From an optimization exercise on the open Yosys and OpenROAD flow, aimed at small area; shortcuts taken in it are not production practice.
Function was checked by simulation only, so behaviour that the tests miss may differ from the original.
The flow treats the clock pin as an ideal source, which a real chip does not have.
Power and IR drop assume default switching activity.

## wip/ember
==> flow/design.v <==
module smg_interface_demo
(
    input CLK,                       
    input RSTn,                      
    input R1,                        
    input key,                       
    output [7:0]SMG_Data,            
    output [5:0]Scan_Sig,            
    output [3:0] led,
    output rx                        
);
reg f8;
wire rst = RSTn & ~f8;
reg [5:0] c1;
reg [4:0] q;
wire c1_end = ~c1[5] & ~c1[3] & ~c1[1] & ~c1[0];    
wire c1_zero = ~c1[4] & ~c1[3] & ~c1[2] & ~c1[1];   
wire samp = c1_end & q[4] & q[1] & q[0];     
always @(posedge CLK)
    if (!rst) begin
        c1 <= 6'b000001;
        q <= 5'd0;
    end else begin
        c1 <= c1_end ? 6'b000001 : {c1[4:0], c1[5] ^ c1[0]};
        if (c1_end) q <= (q == 5'd19) ? 5'd0 : q + 5'd1;
    end
reg kc, kk, p;
wire pc = samp & kc & ~R1;
wire pk = samp & kk & ~key;
reg [4:0] cc;            
reg [7:0] ck;            
reg rec1, rec2;          
reg F;                   
reg lr1, lr2;
always @(posedge CLK)
    if (!rst) begin
        kc <= 1'b1; kk <= 1'b1;
    end else if (samp) begin
        kc <= R1; kk <= key;
    end
always @(posedge CLK)
    p <= samp ? pc : (p & ~c1[2]);
wire pd1 = p & ~c1[2];                       
wire pd2 = p;                                
wire cc4 = (cc == 5'd4);
wire cc5 = (cc == 5'd5);
wire cc8 = (cc == 5'd8);
wire cc9 = (cc == 5'd9);
wire fl1 = pd1 ? cc5 : cc4;
wire ff  = pd1 ? cc9 : cc8;
wire v   = pd2 ? cc9 : cc8;
wire c1rec = pd2 ? cc5 : cc4;
wire cc_ge8 = (cc[4] | cc[3]) & ~(pd1 & ~c1[1] & cc8);
wire [3:0] n1d = rec1 ? ck[3:0] : 4'd0;
wire [3:0] n2d = rec2 ? ck[7:4] : 4'd0;
wire gt = n1d > n2d;
wire eq = n1d == n2d;
wire f1 = v & gt;
wire f2 = v & ~gt & ~eq;
wire fm = v & eq;
wire [3:0] nl = v ? (gt ? n1d : n2d) : 4'd0;
always @(posedge CLK)
    if (!rst) begin
        cc <= 5'd0; ck <= 8'd0; rec1 <= 1'b0; rec2 <= 1'b0; F <= 1'b0;
        lr1 <= 1'b0; lr2 <= 1'b0;
    end else begin
        if (pc) cc <= cc + 5'd1;
        if (pk & ~cc[4] & ~cc[3] & ~(cc[2] ? rec2 : rec1)) ck[cc[2:0]] <= 1'b1;
        rec1 <= rec1 | c1rec;
        rec2 <= rec2 | v;
        F <= F | cc_ge8;
        if (L) begin
            if (f1) begin lr1 <= 1'b1; lr2 <= 1'b0; end
            else if (f2) begin lr1 <= 1'b0; lr2 <= 1'b1; end
            else if (fm) begin lr1 <= 1'b1; lr2 <= 1'b1; end
        end else begin
            lr1 <= 1'b0; lr2 <= 1'b0;
        end
    end
reg [15:0] B;
reg [2:0] K;
reg L;
wire bfb = B[15] ^ B[14] ^ B[12] ^ B[3] ^ (B[14:0] == 15'd0);
wire bwrap = (B == 16'h8000);                
always @(posedge CLK)
    B <= {B[14:0], F & bfb};
always @(posedge CLK)
    if (!F) begin
        K <= 3'd0; L <= 1'b1; f8 <= 1'b0;
    end else begin
        if (bwrap) K <= K + 3'd1;
        if (B == 16'hc099) L <= 1'b0;           
        else if (bwrap) L <= 1'b1;
        if (K[2] & K[1] & (B == 16'h177c)) f8 <= 1'b1;    
    end
assign led = {2'b00, fl1 | lr1, ff ^ lr2};
reg [3:0] nld;           
always @(posedge CLK) nld <= nl;
reg [2:0] jn;             
wire [2:0] j = ~jn;
reg [3:0] rnum;
reg [3:0] dn;            
wire j7 = j[2] & j[1];
wire [2:0] dig = j7 ? 3'd0 :
                 c1_zero ? ((j[2] & j[0]) ? 3'd0 : j + 3'd1) : j;
reg [3:0] selv;
always @(*)
    case (dig)
        3'd0: selv = n1d;
        3'd1: selv = n2d;
        3'd3, 3'd5: selv = nld;
        default: selv = 4'd10;
    endcase
always @(posedge CLK or negedge rst)
    if (!rst) begin
        jn <= 3'd0; dn <= 4'd0;
    end else begin
        jn <= ~dig;
        if (rnum <= 4'd10) dn <= ~rnum;
    end
always @(posedge CLK)
    rnum <= selv;
assign Scan_Sig = {j[2] | j[1] | j[0],
                   ~(j[0] & ~(j[2] ^ j[1])),
                   ~(j[1] & ~(j[2] ^ j[0])),
                   ~(j[1] & j[0]),
                   ~(j[2] & ~(j[1] ^ j[0])),
                   ~(j[2] & j[0])};
reg [7:0] seg;
always @(*)
    case (~dn)
        4'd0: seg = 8'b1100_0000;
        4'd1: seg = 8'b1111_1001;
        4'd2: seg = 8'b1010_0100;
        4'd3: seg = 8'b1011_0000;
        4'd4: seg = 8'b1001_1001;
        4'd5: seg = 8'b1001_0010;
        4'd6: seg = 8'b1000_0010;
        4'd7: seg = 8'b1111_1000;
        4'd8: seg = 8'b1000_0000;
        4'd9: seg = 8'b1001_0000;
        4'd10: seg = 8'b1011_1111;
        4'd15: seg = 8'b1111_1111;
        default: seg = 8'bxxxx_xxxx;   
    endcase
assign SMG_Data = seg;
reg [1:0] uj;
reg [1:0] u3;
reg [2:0] u7;
reg [4:0] u31;
reg [3:0] bc;            
reg b, tx;
wire div0 = (uj == 2'b01) & (u3 == 2'b01) & (u7 == 3'b001) & (u31 == 5'b00001);
wire [3:0] bc_n = div0 ? ((bc[3] & bc[1]) ? 4'd0 : bc + 4'd1) : bc;
wire bit_n = bc_n[3] ? bc_n[1] :
             bc_n[2] ? (~bc_n[1] & (bc_n[0] ? nld[3] : nld[2])) :
             bc_n[1] ? (bc_n[0] ? nld[1] : nld[0]) : ~bc_n[0];
always @(posedge CLK or negedge RSTn)
    if (!RSTn) begin
        uj <= 2'b00; u3 <= 2'b00; u7 <= 3'b000; u31 <= 5'b00000;
        bc <= 4'd15; tx <= 1'b0;
    end else begin
        uj <= {uj[0], ~uj[1]};
        u3 <= {u3[0], ~(u3[1] ^ u3[0])};
        u7 <= {u7[1:0], ~(u7[2] ^ u7[1])};
        u31 <= {u31[3:0], ~(u31[4] ^ u31[2])};
        bc <= bc_n;
        tx <= b;
    end
always @(posedge CLK) b <= bit_n;
assign rx = tx;
endmodule
export LEC_CHECK = 0
export CAP_MARGIN = 20
export CORE_MARGIN = 2
export CORE_UTILIZATION = 40
export SLEW_MARGIN = 20
create_clock -name core_clock -period 10.0 [get_ports {CLK}]
standard.sh (not shown) runs the stock make flow with config.mk's settings and CLKGATE_MAP_FILE= SYNTH_SCRIPT=/design/flow/synth_recipe.tcl, a recipe that flattens the netlist after the stock synthesis.
==> flow/flow/run.sh <==
#!/bin/bash
# Own flow: the standard layout (same ORFS steps, same synthesis script up to
# technology mapping), with these changes:
#  - ABC maps the logic with an area-oriented script (flow/area.abc) and the
#    adders are left to ABC instead of being mapped to half/full-adder cells;
#  - port buffers use the smallest buffer cell;
#  - CTS inserts no dummy loads and builds the tree from clkbuf_8; afterwards
#    leaf buffers whose flip-flops keep a low clock slew become clkbuf_4
#    (flow/post_cts.tcl).
# Registers come from the same synthesis steps as the standard flow.
set -euo pipefail
W=$PWD
cp config.mk flow_config.mk
cat >> flow_config.mk <<EOC
export ADDER_MAP_FILE =
export CTS_ARGS = -sink_clustering_enable -repair_clock_nets -dont_use_dummy_load -buf_list sky130_fd_sc_hd__clkbuf_8
export BUFFER_PORTS_ARGS = -buffer_cell sky130_fd_sc_hd__buf_1
export CTS_BUF_LIST = sky130_fd_sc_hd__clkbuf_8
export POST_CTS_TCL = $W/flow/post_cts.tcl
EOC
# The standard flow's synthesis script, with ABC's mapping script replaced
cat > flow_synth.tcl <<EOT
proc abc {args} {
  set out {}
  set skip 0
  foreach a \$args {
    if {\$skip} { set skip 0; continue }
    if {\$a eq "-script" || \$a eq "-constr"} { set skip 1; continue }
    lappend out \$a
  }
  yosys abc -script $W/flow/area.abc {*}\$out
}
EOT
cat synth_recipe.tcl >> flow_synth.tcl
make -C "$FLOW_HOME" DESIGN_CONFIG=$W/flow_config.mk WORK_HOME=$W/orfs CLKGATE_MAP_FILE= \
  SYNTH_SCRIPT=$W/flow_synth.tcl finish > make.log 2>&1
R=$W/orfs/results/sky130hd/smg_interface_demo/base
: # left out here: write the final layout as DEF
==> flow/flow/post_cts.tcl <==
estimate_parasitics -placement
proc leaf_worst_slew {inst} {
  set onet [get_nets -of_objects [get_pins -of_objects $inst -filter "direction==output"]]
  set w 0
  foreach p [get_pins -of_objects $onet -filter "direction==input"] {
    set s [get_property $p slew_max]
    if {$s > $w} { set w $s }
  }
  return $w
}
proc drives_flops {inst} {
  set onet [get_nets -of_objects [get_pins -of_objects $inst -filter "direction==output"]]
  foreach p [get_pins -of_objects $onet -filter "direction==input"] {
    if {[get_property $p name] eq "CLK"} { return 1 }
  }
  return 0
}
foreach inst [get_cells -quiet clkbuf_*] {
  if {[get_property $inst ref_name] ne "sky130_fd_sc_hd__clkbuf_8"} continue
  if {![drives_flops $inst]} continue
  replace_cell $inst sky130_fd_sc_hd__clkbuf_4
  estimate_parasitics -placement
  set w [leaf_worst_slew $inst]
  if {$w > 0.100} {
    replace_cell $inst sky130_fd_sc_hd__clkbuf_8
    estimate_parasitics -placement
    puts "post_cts: [get_property $inst name] kept clkbuf_8 (clkbuf_4 slew $w)"
  } else {
    puts "post_cts: [get_property $inst name] -> clkbuf_4 (slew $w)"
  }
}
detailed_placement
Other scripts of this flow, unchanged in this note and not shown: flow/flow/area.abc
Edits applied to the flow inputs when going from wip/ember to wip/nickel:
# wip/ember
export LEC_CHECK = 0
export CAP_MARGIN = 20
export CORE_MARGIN = 2
export CORE_UTILIZATION = 40
export SLEW_MARGIN = 20
create_clock -name core_clock -period 10.0 [get_ports {CLK}]
# wip/nickel
export LEC_CHECK = 0
export CAP_MARGIN = 20
export CORE_MARGIN = 2
export CORE_UTILIZATION = 60
export SLEW_MARGIN = 20
create_clock -name core_clock -period 10.0 [get_ports {CLK}]
Result for wip/ember and wip/nickel: all clean
Cmp wip/nickel vs wip/ember: global-route usage higher in wip/nickel
Between wip/ember and wip/nickel, wire length is lower for wip/ember, wip/nickel comes in above that.
Cell depth of the worst flop-to-flop path for wip/nickel is lower than for wip/ember.
In wip/nickel relative to wip/ember, routed length on met2 had gone up by a few percent.
Diff wip/ember..wip/nickel | critical path depth | unchanged
Summary: with wip/ember as the reference, worst-case vdd ir drop in wip/nickel moved up by more than half.
Re non-clock buffer count: no difference whatsoever between wip/nickel and wip/ember.
wip/nickel against wip/ember: clock transition at the registers of the reported paths went up 0.02 ns, total instance count after detailed placement went down 32, finished layout cell area went down 1.1%, setup slack went down 0.10 ns.
### wip/nickel -> wip/zinc
# wip/nickel
export LEC_CHECK = 0
export CAP_MARGIN = 20
export CORE_MARGIN = 2
export CORE_UTILIZATION = 60
export SLEW_MARGIN = 20
create_clock -name core_clock -period 10.0 [get_ports {CLK}]
# wip/zinc
export LEC_CHECK = 0
export CAP_MARGIN = 20
export CORE_MARGIN = 2
export CORE_UTILIZATION = 75
export SLEW_MARGIN = 20
create_clock -name core_clock -period 10.0 [get_ports {CLK}]
==> comparison <==
Share of post-route cells with drive strength above 1 was higher in the run labelled wip/nickel. wip/nickel has lower core occupancy in the finished layout than wip/zinc. The run with more setup slack is wip/nickel; wip/zinc has less. Compared to wip/nickel, the routing of wip/zinc uses more wire. NOTE: wire length of the first global-routing pass in wip/zinc exceeds that of wip/nickel.
Edits applied to the flow inputs when going from wip/zinc to wip/willow:
# wip/zinc
export LEC_CHECK = 0
export CAP_MARGIN = 20
export CORE_MARGIN = 2
export CORE_UTILIZATION = 75
export SLEW_MARGIN = 20
create_clock -name core_clock -period 10.0 [get_ports {CLK}]
# wip/willow
export LEC_CHECK = 0
export CAP_MARGIN = 20
export CORE_MARGIN = 2
export CORE_UTILIZATION = 40
export SLEW_MARGIN = 20
create_clock -name core_clock -period 10.0 [get_ports {CLK}]
==> flow/flow/run.sh <==
#!/bin/bash
# Own flow: the standard layout (same ORFS steps, same synthesis script up to
# technology mapping), with these changes:
#  - ABC maps the logic with an area-oriented script (flow/area.abc) and the
#    adders are left to ABC instead of being mapped to half/full-adder cells;
#  - port buffers use the smallest buffer cell;
#  - CTS inserts no dummy loads.
# Registers come from the same synthesis steps as the standard flow.
set -euo pipefail
W=$PWD
cp config.mk flow_config.mk
cat >> flow_config.mk <<EOC
export ADDER_MAP_FILE =
export CTS_ARGS = -sink_clustering_enable -repair_clock_nets -dont_use_dummy_load
export BUFFER_PORTS_ARGS = -buffer_cell sky130_fd_sc_hd__buf_1
EOC
# The standard flow's synthesis script, with ABC's mapping script replaced
cat > flow_synth.tcl <<EOT
proc abc {args} {
  set out {}
  set skip 0
  foreach a \$args {
    if {\$skip} { set skip 0; continue }
    if {\$a eq "-script" || \$a eq "-constr"} { set skip 1; continue }
    lappend out \$a
  }
  yosys abc -script $W/flow/area.abc {*}\$out
}
EOT
cat synth_recipe.tcl >> flow_synth.tcl
make -C "$FLOW_HOME" DESIGN_CONFIG=$W/flow_config.mk WORK_HOME=$W/orfs CLKGATE_MAP_FILE= \
  SYNTH_SCRIPT=$W/flow_synth.tcl finish > make.log 2>&1
R=$W/orfs/results/sky130hd/smg_interface_demo/base
: # left out here: write the final layout as DEF
removed: flow/flow/post_cts.tcl
Results
Going from wip/zinc to wip/willow, via total after detailed routing decreased 118, count of antenna diodes in the layout saw little to no change, post-route minimum period lower, vertical extent of the die now larger, worst setup slack higher.

port drivers added, routing unchanged:
In the flow no input, the clock included, has a driving cell. The finished layouts below were timed again as built, in two steps. Step 1 sets driving cells, clkbuf_16 on the clock port and buf_2 on the other inputs (assumed; they add their load-dependent delay and slew). Step 2, shift: input delay + t, output delay - t, t = (earliest + latest rising clock arrival at the registers) / 2. This alone moves slack from input paths to output paths. a / b / c = no drivers / after step 1 / after step 2; a / b = the first two.
run	t (ns)	setup slack, ns	worst data-port slew with drivers (ns)	pins driven straight from the clock port
wip/ember	0.370	6.117 / 6.086 / 5.978	0.03	1
wip/nickel	0.360	6.014 / 5.987 / 6.005	0.03	1
wip/zinc	0.372	5.998 / 5.970 / 5.699	0.03	1
wip/willow	0.371	6.143 / 6.112 / 5.960	0.03	1
After both steps every run listed still meets setup and hold. For wip/zinc, which loses most, drivers alone change the setup slack by -0.028 ns; drivers and shift together by -0.299 ns.
